Context: an optimization exercise on an open-source flow, tuned for small area. The choices shown serve that exercise and are no tape-out recipe. Function was checked by simulation only, so behaviour that the tests miss may differ from the original.

==> flow/flow/run.sh <==
#!/bin/bash
# Own layout flow: the standard flow (standard.sh) unchanged, except that
# the port buffers that global placement inserts use the smallest buffer cell.
set -euo pipefail
bash standard.sh "BUFFER_PORTS_ARGS=-buffer_cell sky130_fd_sc_hd__buf_1" finish > standard_flow.log 2>&1
==> flow/standard.sh <==
#!/bin/bash
# synth_recipe.tcl (not shown) runs the flow's synth.tcl, then flattens the netlist and writes it again
# the make line also repeats each setting of config.mk as NAME=value (left out here)
make -C /OpenROAD-flow-scripts/flow DESIGN_CONFIG=/design/flow/config.mk WORK_HOME=/design/flow/orfs CLKGATE_MAP_FILE= SYNTH_SCRIPT=/design/flow/synth_recipe.tcl "${@:-finish}"
==> flow/config.mk <==
export PLATFORM = sky130hd
export DESIGN_NAME = RISCVCPU
export DESIGN_NICKNAME = RISCVCPU
export VERILOG_FILES = /design/flow/design.v
export SDC_FILE = /design/flow/constraint.sdc
export NUM_CORES = 4
export LEC_CHECK = 0
export CAP_MARGIN = 20
export CORE_MARGIN = 2
export CORE_UTILIZATION = 40
export CTS_CLUSTER_DIAMETER = 100
export CTS_CLUSTER_SIZE = 22
export SLEW_MARGIN = 20
==> flow/constraint.sdc <==
create_clock -name core_clock -period 20.0 [get_ports {clock}]
set_input_delay 4.0000 -clock core_clock [delete_from_list [all_inputs] [get_ports {clock}]]
set_output_delay 4.0000 -clock core_clock [all_outputs]
set_load 0.01 [all_outputs]
==> flow/design.v <==
module RISCVCPU(
    input  logic         clock,
    input  logic         reset,
    output logic [31:0]  imem_addr,
    input  logic [127:0] imem_data,
    output logic [9:0]   dmem_index,
    input  logic [127:0] dmem_rdata,
    output logic         dmem_we,
    output logic [127:0] dmem_wdata,
    output logic         wb_en,
    output logic [4:0]   wb_rd,
    output logic [31:0]  wb_data
);
    logic [31:0] pc;
    logic [3:0]  tcnt;
    logic        tvalid;
    logic [21:0] tvpn;
    logic [2:0]  istate;
    logic [3:0]  ivalid;
    logic [25:0] itag [0:3];
    logic        ifid0;
    logic [31:1] ifid_hi;
    wire  [31:0] ifid = {ifid_hi, ifid0};
    logic [31:7] e_ir;
    logic        eR, eI, eL, eS;
    logic [31:0] e_A, e_B;
    logic [2:0]  mcnt;
    logic [31:0] mq0, mqp;
    logic [31:0] macc;           
    logic [31:0] mw;             
    logic        mwa, mwb;       
    logic        v1, v2, v3, v4, v5;
    logic [31:0] m_alu, m_bval;
    logic [4:0]  m_rd;
    logic        m_byte;
    logic        mRI, mL, mS;
    logic [31:0] w_val;
    logic [4:0]  w_rd;
    logic        w_byp, w_wr;
    logic [31:0] rf [1:31];
    logic [3:0]  sbv;
    logic [13:2] sba [0:3];
    logic [31:0] sbd [0:3];
    logic [3:0]  sbb;
    logic [1:0]  sbh, sbt;
    logic [2:0]  sbc;
    localparam logic [1:0] C_IDLE = 2'd0, C_CMP = 2'd1, C_ALLOC = 2'd2, C_WB = 2'd3;
    logic [1:0]   cstate;
    logic [3:0]   dval, ddirty, dfilled;
    logic [13:6]  dtag [0:3];
    logic [31:0]  dw [0:15];       
    logic [13:6]  wbtag;
    logic [2:0]   mwc;
    wire [6:0] id_op  = ifid[6:0];
    wire [4:0] id_rs1 = ifid[19:15];
    wire [4:0] id_rs2 = ifid[24:20];
    wire       id_v   = id_op[0];
    wire       idR = id_v & ~id_op[6] &  id_op[5] &  id_op[4];
    wire       idI = id_v & ~id_op[6] & ~id_op[5] &  id_op[4];
    wire       idL = id_v & ~id_op[6] & ~id_op[5] & ~id_op[4];
    wire       idS = id_v & ~id_op[6] &  id_op[5] & ~id_op[4];
    wire       idB = id_v &  id_op[6] & ~id_op[2];
    wire       idJ = id_v &  id_op[6] &  id_op[2];
    logic [31:0] rf1, rf2;
    always_comb begin
        rf1 = 32'd0;
        rf2 = 32'd0;
        for (int i = 1; i < 32; i++) begin
            rf1 = rf1 | (rf[i] & {32{id_rs1 == 5'(i)}});
            rf2 = rf2 | (rf[i] & {32{id_rs2 == 5'(i)}});
        end
    end
    assign wb_en   = w_wr;
    assign wb_rd   = w_rd;
    assign wb_data = w_val;
    wire [31:0] decA = (w_wr && w_rd == id_rs1) ? w_val : rf1;
    wire [31:0] decB = (w_wr && w_rd == id_rs2) ? w_val : rf2;
    wire [4:0] e_rs1 = e_ir[19:15];
    wire [4:0] e_rs2 = e_ir[24:20];
    wire [4:0] e_rd  = e_ir[11:7];
    wire [2:0] e_f3  = e_ir[14:12];
    wire aM = (e_rs1 == m_rd) && (e_rs1 != 5'd0) && (mRI | mS);
    wire bM = (e_rs2 == m_rd) && (e_rs2 != 5'd0) && (mRI | mS);
    wire aW = (e_rs1 == w_rd) && (e_rs1 != 5'd0) && w_byp;
    wire bW = (e_rs2 == w_rd) && (e_rs2 != 5'd0) && w_byp;
    wire [31:0] Ain  = aM ? m_alu : aW ? w_val : e_A;
    wire [31:0] BypB = bM ? m_alu : bW ? w_val : e_B;
    wire [31:0] imm_i = {{20{e_ir[31]}}, e_ir[31:20]};
    wire [31:0] imm_s = {{20{e_ir[31]}}, e_ir[31:25], e_ir[11:7]};
    wire [31:0] Bin  = (eI | eL) ? imm_i : eS ? imm_s : BypB;
    wire isMUL  = eR & e_ir[25];
    wire is_sub = eR & e_ir[30];
    wire is_slt = (eR | eI) & ~e_f3[2] & e_f3[1];
    wire do_sub = is_sub | is_slt;
    wire [31:0] sum = Ain + (do_sub ? ~Bin : Bin) + {31'd0, do_sub};
    wire slt = (Ain[31] ^ Bin[31]) ? Ain[31] : sum[31];
    wire [31:0] sll = Ain << Bin[4:0];
    logic [31:0] alu;
    always_comb begin
        if (isMUL)          alu = (mcnt == 3'd1) ? mq0 : v5 ? mqp : 32'd0;
        else if (e_f3[2])   alu = e_f3[0] ? (Ain & Bin) : (Ain | Bin);
        else if (e_f3[0])   alu = sll;
        else if (is_slt)    alu = {31'd0, slt};
        else                alu = sum;
    end
    wire stall_mul = (isMUL && mcnt == 3'd0) || (mcnt > 3'd1);
    wire        mfirst = (mcnt == 3'd0) || (mcnt == 3'd3);
    wire        mhi    = mfirst;
    wire        mmid   = (mcnt == 3'd5) || (mcnt == 3'd2);
    wire        mold   = (mcnt == 3'd5) || (mcnt == 3'd4);
    wire [31:0] mA = (mold && mwa) ? mw : Ain;
    wire [31:0] mB = (mold && mwb) ? mw : Bin;
    wire [12:0] mwin = mhi ? {4'd0, mB[31:23]} : mmid ? mB[23:11] : {mB[11:0], 1'b0};
    logic [31:0] mstep;
    logic [31:0] pprow [0:5];
    logic [31:0] ppneg;
    always_comb begin
        ppneg = 32'd0;
        for (int j = 0; j < 6; j++) begin
            logic bh, bm, bl, neg, one, two;
            logic [32:0] x;
            logic [31:0] pp;
            bh = mwin[2*j+2];
            bm = mwin[2*j+1];
            bl = mwin[2*j];
            neg = bh & ~(bm & bl);
            one = bm ^ bl;
            two = (bh & ~bm & ~bl) | (~bh & bm & bl);
            x = {mA ^ {32{neg}}, neg};
            for (int k = 0; k < 32; k++) pp[k] = (one & x[k+1]) | (two & x[k]);
            pprow[j] = pp << (2*j);
            ppneg[2*j] = neg;
        end
        mstep = (mfirst ? 32'd0 : {macc[19:0], 12'd0})
              + pprow[0] + pprow[1] + pprow[2] + pprow[3] + pprow[4] + pprow[5] + ppneg;
    end
    wire        cpu_valid = mL | mS;
    wire [13:2] caddr     = m_alu[13:2];
    wire        sb_full   = (sbc == 3'd4);
    wire        sb_any    = (sbc != 3'd0);
    wire        use_cpu   = cpu_valid & ~sb_full;
    wire [13:2] aaddr     = use_cpu ? caddr : sb_any ? sba[sbh] : 12'd0;
    wire [31:0] sb_head_d = sbd[sbh];
    wire [1:0]  aidx      = aaddr[5:4];
    logic [127:0] dread;
    always_comb begin
        dread = 128'd0;
        for (int l = 0; l < 4; l++)
            dread = dread | ({dw[4*l+3], dw[4*l+2], dw[4*l+1], dw[4*l]} & {128{aidx == 2'(l) && dfilled[l]}});
    end
    wire         tvld   = dval[aidx];
    wire         tdirty = ddirty[aidx];
    wire [13:6]  ttag   = dtag[aidx];
    wire         thit   = tvld && (ttag == caddr[13:6]);
    wire mem_ready = (mwc == 3'd0);
    wire cmp_miss  = (cstate == C_CMP) && !thit;
    wire cmp_hit   = (cstate == C_CMP) && thit;
    wire need_wb   = tvld & tdirty;
    wire mreq_valid = cmp_miss || (cstate == C_ALLOC) || ((cstate == C_WB) && mem_ready);
    wire mreq_rw    = (cmp_miss && need_wb) || ((cstate == C_WB) && !mem_ready);
    wire drain      = (cstate == C_IDLE) && !use_cpu && sb_any;
    wire alloc_wr   = (cstate == C_ALLOC) && mem_ready;
    assign dmem_index = (cstate == C_WB) ? {wbtag, aidx} : aaddr[13:4];
    assign dmem_we    = !reset && (mwc == 3'd1) && mreq_rw;
    assign dmem_wdata = dread;
    wire cpu_ready = cmp_hit;
    wire sb_enq    = mS && cmp_hit;            
    wire sb_deq    = sb_any && (!cpu_valid || sb_full);
    wire dstall    = (!cpu_ready && cpu_valid) || sb_full;
    logic [3:0] sbm;
    always_comb
        for (int i = 0; i < 4; i++) sbm[i] = sbv[i] && (sba[i] == caddr);
    wire sb_hit = |sbm;
    logic [7:0]  fwd_hi;
    logic [23:0] fwd_lo;
    always_comb begin
        fwd_hi = 8'd0;
        fwd_lo = 24'd0;
        for (int i = 3; i >= 0; i--) begin
            if (sbm[i]) fwd_hi = sbd[i][31:24];
            if (sbm[i] && !sbb[i]) fwd_lo = sbd[i][23:0];
        end
    end
    logic [31:0] cword;
    always_comb
        case (caddr[3:2])
            2'd0: cword = dread[31:0];
            2'd1: cword = dread[63:32];
            2'd2: cword = dread[95:64];
            default: cword = dread[127:96];
        endcase
    wire [31:0] raw = sb_hit ? {fwd_hi, fwd_lo} : cword;
    wire [31:0] ldval = m_byte ? {{24{raw[31]}}, raw[31:24]} : raw;
    wire [31:0] mem_out = mL ? ldval : mS ? 32'd0 : m_alu;
    wire cAM = (id_rs1 == e_rd) && (id_rs1 != 5'd0) && (eR | eI | eS);
    wire cBM = (id_rs2 == e_rd) && (id_rs2 != 5'd0) && (eR | eI | eS);
    wire cAW = (id_rs1 == m_rd) && (id_rs1 != 5'd0) && (mRI | mL | mS);
    wire cBW = (id_rs2 == m_rd) && (id_rs2 != 5'd0) && (mRI | mL | mS);
    wire [31:0] cA = cAM ? alu : cAW ? mem_out : decA;
    wire [31:0] cB = cBM ? alu : cBW ? mem_out : decB;
    wire takebranch = (idB && (cA == cB)) || idJ;
    wire lu = eL && ( ((idL | idJ) && (id_rs1 == e_rd)) ||
                      ((idS | idR | idI | idB) && ((id_rs1 == e_rd) || (id_rs2 == e_rd))) );
    wire        tmatch = (pc[31:10] == tvpn);
    wire [31:0] phys   = (tvalid && tmatch) ? pc : 32'hDEAD_BEEF;
    wire        itlb_stall = !((tcnt == 4'd15) && tmatch);
    wire [1:0]  iidx   = phys[5:4];
    wire        ihit   = ivalid[iidx] && (itag[iidx] == phys[31:6]);
    wire        icstall = !((istate == 3'd0) && ihit);
    assign imem_addr = {2'b00, phys[31:4], 2'b00};
    logic [31:0] iword;
    always_comb
        case (phys[3:2])
            2'd0: iword = imem_data[127:96];
            2'd1: iword = imem_data[95:64];
            2'd2: iword = imem_data[63:32];
            default: iword = imem_data[31:0];
        endcase
    wire [31:0] if_instr = icstall ? 32'h00000013 : iword;
    wire stall = lu | dstall | stall_mul | itlb_stall;
    wire [13:0] boff_m4 = {ifid[31], ifid[31], ifid[7], ifid[30:25], ifid[11:8], 1'b0} - 14'd4;
    wire [31:0] add_a = idJ ? cA : pc;
    wire [31:0] add_b = idJ ? {{20{ifid[31]}}, ifid[31:20]} :
                        takebranch ? {{18{boff_m4[13]}}, boff_m4} : 32'd4;
    wire [31:0] pc_next = add_a + add_b;
    always_ff @(posedge clock or posedge reset)
        if (reset)                  pc <= 32'd0;
        else if (takebranch || (!stall && !icstall)) pc <= pc_next;
    always_ff @(posedge clock or posedge reset)
        if (reset) begin
            tcnt   <= 4'd0;
            tvalid <= 1'b0;
        end else if (tcnt == 4'd15) begin
            if (!tmatch) tcnt <= 4'd0;
        end else if (tcnt == 4'd10) begin
            tcnt   <= 4'd15;
            tvalid <= 1'b1;
        end else
            tcnt <= tcnt + 4'd1;
    always_ff @(posedge clock)
        if (tcnt == 4'd10) tvpn <= pc[31:10];
    always_ff @(posedge clock or posedge reset)
        if (reset) begin
            istate <= 3'd4;
            ivalid <= 4'd0;
        end else begin
            case (istate)
                3'd0:    if (!ihit) istate <= 3'd3;
                3'd4:    istate <= 3'd0;
                default: istate <= istate - 3'd1;
            endcase
            if (istate == 3'd2) ivalid[iidx] <= 1'b1;
        end
    always_ff @(posedge clock)
        if (istate == 3'd2) itag[iidx] <= phys[31:6];
    wire brflush = takebranch && !stall;
    wire en_ifid = !stall_mul && !dstall && !lu;
    wire en_idex = !stall_mul && !dstall;
    wire en_exmem = !stall_mul && !dstall;
    wire en_memwb = stall_mul || !dstall;
    always_ff @(posedge clock or posedge reset)
        if (reset)        ifid0 <= 1'b0;
        else if (en_ifid) ifid0 <= if_instr[0] & !brflush;
    always_ff @(posedge clock)
        if (en_ifid) ifid_hi <= if_instr[31:1];
    always_ff @(posedge clock or posedge reset)
        if (reset) begin
            {eR, eI, eL, eS} <= 4'd0;
        end else if (en_idex) begin
            {eR, eI, eL, eS} <= lu ? 4'd0 : {idR, idI, idL, idS};
        end
    always_ff @(posedge clock)
        if (en_idex) begin
            e_ir <= ifid[31:7];
            e_A  <= decA;
            e_B  <= decB;
        end
    always_ff @(posedge clock or posedge reset)
        if (reset) begin
            mcnt <= 3'd0;
            {v1, v2, v3, v4, v5} <= 5'd0;
        end else begin
            if (isMUL && mcnt == 3'd0) mcnt <= 3'd5;
            else if (mcnt != 3'd0)     mcnt <= mcnt - 3'd1;
            {v1, v2, v3, v4, v5} <= {isMUL, v1, v2, v3, v4};
        end
    always_ff @(posedge clock) begin
        macc <= mstep;
        if (mcnt == 3'd4) mq0 <= mstep;
        if (mcnt == 3'd1) mqp <= mstep;
        if (mcnt == 3'd0) begin
            mw  <= w_val;
            mwa <= aW && !aM;
            mwb <= bW && !bM;
        end
    end
    always_ff @(posedge clock or posedge reset)
        if (reset)         {mRI, mL, mS} <= 3'd0;
        else if (en_exmem) {mRI, mL, mS} <= {eR | eI, eL, eS};
    always_ff @(posedge clock)
        if (en_exmem) begin
            m_alu  <= alu;
            m_bval <= (e_f3 == 3'd0) ? {{24{BypB[7]}}, BypB[7:0]} : BypB;
            m_rd   <= e_rd;
            m_byte <= (e_f3 == 3'd0);
        end
    always_ff @(posedge clock or posedge reset)
        if (reset) begin
            w_byp <= 1'b0;
            w_wr  <= 1'b0;
        end else if (en_memwb) begin
            w_byp <= (mRI | mL | mS) && (m_rd != 5'd0);
            w_wr  <= (mRI | mL) && (m_rd != 5'd0);
        end
    always_ff @(posedge clock)
        if (en_memwb) begin
            w_val <= mem_out;
            w_rd  <= m_rd;
        end
    always_ff @(posedge clock)
        if (w_wr) rf[w_rd] <= w_val;
    always_ff @(posedge clock or posedge reset)
        if (reset) begin
            sbv <= 4'd0;
            sbh <= 2'd0;
            sbt <= 2'd0;
            sbc <= 3'd0;
        end else begin
            if (sb_enq) begin
                sbv[sbt] <= 1'b1;
                sbt <= sbt + 2'd1;
                sbc <= sbc + 3'd1;
            end
            if (sb_deq) begin
                sbv[sbh] <= 1'b0;
                sbh <= sbh + 2'd1;
                sbc <= sbc - 3'd1;
            end
        end
    always_ff @(posedge clock)
        if (sb_enq) begin
            sba[sbt] <= caddr;
            sbd[sbt] <= m_bval;
            sbb[sbt] <= m_byte;
        end
    always_ff @(posedge clock or posedge reset)
        if (reset) begin
            cstate  <= C_IDLE;
            dval    <= 4'd0;
            dfilled <= 4'd0;
        end else begin
            case (cstate)
                C_IDLE:  if (use_cpu) cstate <= C_CMP;
                C_CMP:   if (thit) cstate <= C_IDLE;
                         else cstate <= need_wb ? C_WB : C_ALLOC;
                C_ALLOC: if (mem_ready) cstate <= C_CMP;
                default: if (mem_ready) cstate <= C_ALLOC;
            endcase
            if (drain || cmp_miss) dval[aidx] <= 1'b1;
            if (alloc_wr) dfilled[aidx] <= 1'b1;
        end
    always_ff @(posedge clock) begin
        if (drain || (cmp_hit && mS)) ddirty[aidx] <= 1'b1;
        else if (cmp_miss)            ddirty[aidx] <= mS;
        if (drain)                    dtag[aidx] <= aaddr[13:6];
        else if (cmp_miss)            dtag[aidx] <= caddr[13:6];
        if (cmp_miss && need_wb)      wbtag <= ttag;
    end
    for (genvar li = 0; li < 4; li++) begin : g_line
        for (genvar wj = 0; wj < 4; wj++) begin : g_word
            always_ff @(posedge clock)
                if (aidx == li && (alloc_wr || (drain && aaddr[3:2] == wj)))
                    dw[4*li+wj] <= alloc_wr ? dmem_rdata[32*wj +: 32] : sb_head_d;
        end
    end
    always_ff @(posedge clock or posedge reset)
        if (reset)              mwc <= 3'd7;
        else if (mwc == 3'd7) begin
            if (mreq_valid)     mwc <= 3'd5;
        end else                mwc <= mwc - 3'd1;
endmodule
==> flow_summary.json, run 1 <==
{
  "postSynth.topFlopCell": "sky130_fd_sc_hd__edfxtp_1",
  "dp_hpwl_um": 362000,
  "grt_setup_unrepaired": "false",
  "grt_pass1_vias": 90800,
  "synth.cell_area_um2": 117000,
  "global_route.overflow_total": 0,
  "grt_max_degree": 96,
  "yosys.area.top_type": "sky130_fd_sc_hd__edfxtp_1",
  "yosys_register_bits": 2283,
  "first_pass_iters": 14,
  "groute.usage.overall": 0.361,
  "hold_path_class": "register to register",
  "num-fill-cells": 26500,
  "status": "timing/DRC/antenna clean",
  "placeableCoreArea_um2": 291000,
  "regToRegEndpoint": "pc[31]",
  "final.setup_skew_ns": 0.113,
  "post-place-cells": 13700,
  "finalCriticalPeriod_ns": 14.08,
  "cts.repair.resized": 0,
  "synth.yosys.seq_area_share": 0.582,
  "synthCells": 9619,
  "cts.path.max_buffers": 4,
  "route.final.wire_length_um": 555000,
  "clk-insertion-delay-late_ns": 0.94,
  "num_rows": 198,
  "worstReg2RegStart": "e_ir[21]",
  "fmax_ghz": 0.0710,
  "cts_tree": "built",
  "timing.hold.worst.start": "v3",
  "finalCritPeriodShare": 0.704,
  "asyncSetResetFlopFracSynth": 0.0377,
  "worstHoldPathCells": 0,
  "worstPathRequired_ns": 20.84,
  "synth.avg_cell_area_um2": 12.1,
  "port-buffer-count": 454,
  "final.setup.tns_ns": 0,
  "die_width_um": 544,
  "timing.max_slew.rel_slack": 0.0668,
  "detailedRoute.firstIterationViolations": 18700,
  "area.growth.synth_to_final_pct": 10.6,
  "critPathCaptureType": "register",
  "ctsHtreeMaxLevel": 4,
  "yosys_warnings": 3,
  "floorplan.initialDensity": 0.402,
  "drv.max_cap_violation_count": 0,
  "reg2reg_setup_slack_ns": 5.92,
  "worstSetupStartpointType": "register",
  "final_critical_path_setup_slack_ns": 5.92,
  "first_pass_grt_wire_length_um": 744000,
  "design.final.nets": 10500,
  "final_cell_count_no_fill": 14000,
  "routed_wire_length_per_instance_um": 39.7,
  "via_count": 97500,
  "die_span_y_um": 544,
  "reg2reg_depth": 44,
  "slowest_delay_ns": 0.90,
  "cts.hold.buffers_added": 0,
  "clock_sinks": 2283,
  "hold_ws_ns": 0.358,
  "synth_edf_count": 2177,
  "detail_route.vias_per_cell": 6.98,
  "synth.area.top_cells": "sky130_fd_sc_hd__edfxtp_1 56%, sky130_fd_sc_hd__a22oi_1 6.8%, sky130_fd_sc_hd__xnor2_1 2.7%",
  "num_io_pins": 467,
  "cts_root_buf": "sky130_fd_sc_hd__clkbuf_16",
  "gp_congestion": 1.06,
  "crit_type": "register to register",
  "min_delay_worst_endpoint": "v4",
  "drt_drc_violations_left": 0,
  "post_route_cells_drive_above_1_share": 0.101,
  "number_of_distinct_library_cells_after_synthesis": 104,
  "die-area_um2": 296000,
  "tightestPinTransition_ns": 1.39,
  "drv_slew": 0,
  "critPathMostFrequentCell": "sky130_fd_sc_hd__a21oi_1",
  "postRouteAntennaNets": 0,
  "post-place-ws_ns": 6.55,
  "synth_largest_type_area_fraction": 0.560,
  "cts_inserted_buffers": 137,
  "timing.final.hold_violations": 0,
  "setup_violations": 0,
  "crit_fanout": 20,
  "critical-path-slowest-cell": "sky130_fd_sc_hd__a31oi_1",
  "clk_pin_slew_worst_paths_ns": 0.09,
  "number_of_antenna_violations_at_the_first_check_in_global_routing": 43,
  "worst-endpoint-arrival_ns": 14.92,
  "cts_setup_buffers": 0
}
synth_stat cells (all sizes together), types with 184 or more instances:
| library cell | n |
|---|---|
| a22oi | 1061 |
| a22o | 202 |
| edfxtp | 2177 |
| a21o | 184 |
| clkbuf | 540 |
| nand2 | 743 |
| nand4 | 189 |
| nor2 | 515 |
| inv | 244 |
| o21ai | 252 |
| a21oi | 283 |
| xnor2 | 354 |
| nand3 | 392 |
worst max-delay path: cells and delay by family, from the launching register on:
| kind | cells | cell delay (ns) |
|---|---|---|
| compound gates | 27 | 8.15 |
| xor+xnor | 1 | 0.26 |
| fa+ha+maj | 2 | 0.53 |
| buf+inv | 2 | 0.57 |
| flops | 1 | 0.48 |
| mux | 1 | 0.57 |
| simple gates | 11 | 3.36 |
through the flow:
step / instance area (um^2) / util
after floorplan: 117000 / -
after CTS: 129000 / 0.444
after detailed placement: 125000 / 0.430
final: 129000 / 0.445
after global routing: 129000 / 0.444
after global placement: 125000 / 0.430
kinds of logic (layout without fill, tap and decap cells):
group / Yosys count / in the layout / share of synthesized area
AOI/OAI and AO/OA: 2819 / 2819 / 0.176
and+or+nand+nor: 2562 / 2562 / 0.106
DFF: 2283 / 2283 / 0.582
buffers and inverters: 929 / 1329 / 0.0308
xor gates and xnor gates: 452 / 452 / 0.0339
muxes: 297 / 297 / 0.0344
adders and majority gates: 276 / 276 / 0.0371
other: 1 / 54 / 0.0000321
cell type report:
class	count	area, um^2	area share
tap	3900	4880	0.0378
clock buffer	184	3750	0.0291
sequential	2283	67900	0.526
timing repair buffer	873	4860	0.0376
multi-input combinational	6410	46300	0.358
antenna	50	125	0.000969
clock inverter	27	387	0.00299
inverter	245	927	0.00718
cell usage in the layout (no fill, tap or decap), drive strengths merged, types with 138 or more instances in the layout:
cell / count
a31oi: 154
nand2: 743
buf: 873
edfxtp: 2177
xnor2: 354
a22oi: 1061
o21ai: 252
clkbuf: 184
a21o: 184
nor3: 171
nand3: 392
ha: 138
a22o: 202
nand4: 189
nor2: 515
and2: 154
a21oi: 283
inv: 261
sequential cells by signal, summed over array words and instances (netlist names), 48 cells and up:
signal  count
rf        992
dw        512
sbd       128
itag      104
sba        48
layer usage:
| metal | global-route usage | wire [um] |
|---|---|---|
| met5 | 0.00211 | 267 |
| met1 | 0.446 | 193000 |
| met3 | 0.133 | 82500 |
| met4 | 0.247 | 48000 |
| met2 | 0.525 | 231000 |
how the worst max path moves through the flow:
stage	start	to	slack (ns)	cells after the start
floorplan	w_rd[0]	pc[31]	9.33	49
global placement	w_rd[4]	pc[31]	6.70	44
detailed placement	w_rd[4]	pc[31]	6.55	44
CTS	w_rd[4]	pc[31]	6.45	44
global route	w_rd[4]	pc[31]	5.35	44
finish	e_ir[21]	pc[31]	5.92	44
==> inputs of run 2 (changes only) <==
--- a/flow/design.v
+++ b/flow/design.v
@@ -161,7 +161,7 @@
     wire drain      = (cstate == C_IDLE) && !use_cpu && sb_any;
     wire alloc_wr   = (cstate == C_ALLOC) && mem_ready;
     assign dmem_index = (cstate == C_WB) ? {wbtag, aidx} : aaddr[13:4];
-    assign dmem_we    = !reset && (mwc == 3'd1) && mreq_rw;
+    assign dmem_we    = (mwc == 3'd1) && mreq_rw;
     assign dmem_wdata = dread;
     wire cpu_ready = cmp_hit;
     wire sb_enq    = mS && cmp_hit;            
--- a/flow/config.mk
+++ b/flow/config.mk
@@ -8,6 +8,7 @@
 export CAP_MARGIN = 20
 export CORE_MARGIN = 2
 export CORE_UTILIZATION = 40
-export CTS_CLUSTER_DIAMETER = 100
-export CTS_CLUSTER_SIZE = 22
+export CTS_CLUSTER_DIAMETER = 90
+export CTS_CLUSTER_SIZE = 24
+export GPL_TIMING_DRIVEN = 0
 export SLEW_MARGIN = 20
==> flow_summary.json, run 2 <==
{
  "largest_reg_flops": 992,
  "num_rows": 198,
  "dp_hpwl_um": 457000,
  "detailedRoute.firstIterationViolations": 18500,
  "final.setup.tns_ns": 0,
  "grt_max_degree": 103,
  "synth.area.top_cells": "sky130_fd_sc_hd__edfxtp_1 56%, sky130_fd_sc_hd__a22oi_1 6.4%, sky130_fd_sc_hd__xnor2_1 2.7%",
  "worstHoldPathCells": 0,
  "drt_drc_violations_left": 0,
  "num-fill-cells": 26500,
  "synthCells": 9594,
  "largest_registers": "rf: 992 flops, dw: 512 flops, sbd: 128 flops",
  "postRouteAntennaNets": 0,
  "num_io_pins": 467,
  "via_count": 100000,
  "port-buffer-count": 454,
  "timing.max_slew.rel_slack": 0.0726,
  "tightestPinTransition_ns": 1.39,
  "synth.cell_area_um2": 117000,
  "gp_congestion": 1.05,
  "post_route_cells_drive_above_1_share": 0.0941,
  "top_layer": "met5",
  "finalCritPeriodShare": 0.845,
  "route.final.wire_length_um": 612000,
  "cts.repair.resized": 0,
  "die_width_um": 544,
  "ctsHtreeMaxLevel": 3,
  "slowest_delay_ns": 1.08,
  "first_pass_iters": 8,
  "worst-endpoint-arrival_ns": 17.64,
  "die_span_y_um": 544,
  "postSynth.topFlopCell": "sky130_fd_sc_hd__edfxtp_1",
  "global_route.overflow_total": 0,
  "clk-insertion-delay-late_ns": 0.92,
  "synth_edf_count": 2177,
  "grt_pass1_vias": 94200,
  "hold_path_class": "register to register",
  "timing.hold.worst.start": "v3",
  "crit_fanout": 10,
  "cts_root_buf": "sky130_fd_sc_hd__clkbuf_16",
  "registers.top_by_ff_count": "rf",
  "clock_sinks": 2283,
  "detail_route.vias_per_cell": 6.97,
  "cts_inserted_buffers": 119,
  "finalCriticalPeriod_ns": 16.90,
  "design.final.nets": 10900,
  "asyncSetResetFlopFracSynth": 0.0377,
  "worstSetupStartpointType": "register",
  "final_common_cell": "sky130_fd_sc_hd__edfxtp_1",
  "worstReg2RegStart": "w_rd[0]",
  "final_cell_mix": "2177 x sky130_fd_sc_hd__edfxtp_1, 990 x sky130_fd_sc_hd__a22oi_1, 754 x sky130_fd_sc_hd__nand2_1",
  "regToRegEndpoint": "pc[31]",
  "floorplan.initialDensity": 0.401,
  "number_of_distinct_library_cells_after_synthesis": 106,
  "first_pass_grt_wire_length_um": 815000,
  "synth_common_cells": "2177 x sky130_fd_sc_hd__edfxtp_1, 990 x sky130_fd_sc_hd__a22oi_1, 754 x sky130_fd_sc_hd__nand2_1",
  "final.setup_skew_ns": 0.115,
  "drv.max_cap_violation_count": 0,
  "cts.hold.buffers_added": 0,
  "number_of_antenna_violations_at_the_first_check_in_global_routing": 61,
  "grt_setup_unrepaired": "false",
  "placeableCoreArea_um2": 291000,
  "min_delay_worst_endpoint": "v4",
  "multi_input_comb_area_um2": 46100,
  "fmax_ghz": 0.0592,
  "synth.avg_cell_area_um2": 12.2,
  "groute.usage.overall": 0.402,
  "synth.yosys.seq_area_share": 0.583,
  "yosys_register_bits": 2283,
  "critical-path-slowest-cell": "sky130_fd_sc_hd__a21oi_1",
  "crit_type": "register to register",
  "ff_latch_area_um2": 67900,
  "setup_violations": 0,
  "dpl_cell_area_um2": 128000,
  "hold_ws_ns": 0.354,
  "reg2reg_setup_slack_ns": 3.10,
  "postLayoutCellArea_um2": 133000,
  "cts.path.max_buffers": 3,
  "yosys.area.top_type": "sky130_fd_sc_hd__edfxtp_1",
  "synth.most_common_cell": "sky130_fd_sc_hd__edfxtp_1",
  "detailroute.wirelength.met3_um": 85300,
  "area.growth.synth_to_final_pct": 13.6,
  "critPathCaptureType": "register",
  "cts_setup_buffers": 0,
  "drv_slew": 0,
  "routed_wire_length_per_instance_um": 42.5,
  "route.met2.wl_um": 261000,
  "yosys_warnings": 3,
  "die-area_um2": 296000,
  "reg2reg_depth": 49,
  "clk_pin_slew_worst_paths_ns": 0.10,
  "status": "timing/DRC/antenna clean",
  "synth_largest_type_area_fraction": 0.561,
  "worstPathRequired_ns": 20.74,
  "route.layer.met1.wl_um": 219000,
  "timing.final.hold_violations": 0,
  "cts_tree": "built"
}
[run 2: final cells by class]
cell class / count / area share
sequential: 2283 / 0.513
multi-input combinational: 6403 / 0.348
timing repair buffer: 687 / 0.0453
tap: 3900 / 0.0368
clock buffer: 157 / 0.0237
buffer: 676 / 0.0213
inverter: 235 / 0.00675
clock inverter: 42 / 0.00514
antenna: 34 / 0.000642
[run 2: kinds of logic after synthesis]
family,share of synthesized area
DFF,0.583
and+or+nand+nor,0.108
muxes,0.0350
AOI/OAI and AO/OA,0.172
other,0.0000322
buffers and inverters,0.0306
adders and majority gates,0.0370
xor gates and xnor gates,0.0344
[run 2: worst max path at each step]
stage,slack [ns],end,start
after floorplan,8.74,pc[31],w_rd[1]
after global placement,3.56,pc[31],w_rd[3]
after detailed placement,3.80,pc[31],mS
after CTS,3.68,pc[31],mS
after global routing,2.60,pc[31],mS
final,3.10,pc[31],w_rd[0]
[run 2: worst max-delay path, delay by kind of cell (launching register included)]
family / cells / cell delay [ns]
fa+ha+maj: 2 / 0.58
buf+inv: 6 / 2.81
simple gates: 10 / 2.86
mux: 2 / 0.77
flops: 1 / 0.39
xor+xnor: 3 / 0.59
compound gates: 26 / 8.71
[run 2: per-layer routing]
metal | vias up | track usage
li1 | 39200 | -
met1 | 50100 | 0.503
met2 | 8993 | 0.601
met3 | 2208 | 0.138
met4 | 58 | 0.242
met5 | - | 0.00260
[run 2: stage by stage]
stage	util	std cells	setup WS (ns)
after detailed placement	0.442	14200	3.80
final	0.456	14400	3.10
after floorplan	-	9597	8.74
after global placement	0.424	14000	3.56
after CTS	0.455	14400	3.68
after global routing	0.456	14400	2.60

-- port drivers added, routing unchanged --
The flow's constraints put no driver on any port. The routed layouts listed below were extracted and timed again, unchanged, in two steps. Step 1 (the two cells are an assumption about what drives the block):
set clk [get_ports {clock}]
set_driving_cell -lib_cell sky130_fd_sc_hd__clkbuf_16 $clk
set_driving_cell -lib_cell sky130_fd_sc_hd__buf_2 [delete_from_list [all_inputs] $clk]
Step 2 moves the port delays by t, midway between the first and last clock arrival at a register: inputs arrive t later, outputs are due t later. That takes back most of the time a late clock gives input paths. Three values: ideal, step 1, step 2; two values: the first two.
| run | t, ns | setup WS [ns] | worst setup path at the end | worst data-port slew with drivers (ns) | cell pins on the clock port's net |
|---|---|---|---|---|---|
| run 1 | 1.014 | 5.921 / 5.921 / 5.921 | register to register | 0.19 | 1 |
| run 2 | 0.979 | 3.100 / 3.100 / 3.100 | register to register | 0.19 | 1 |
After both steps setup and hold are still met in every run listed.
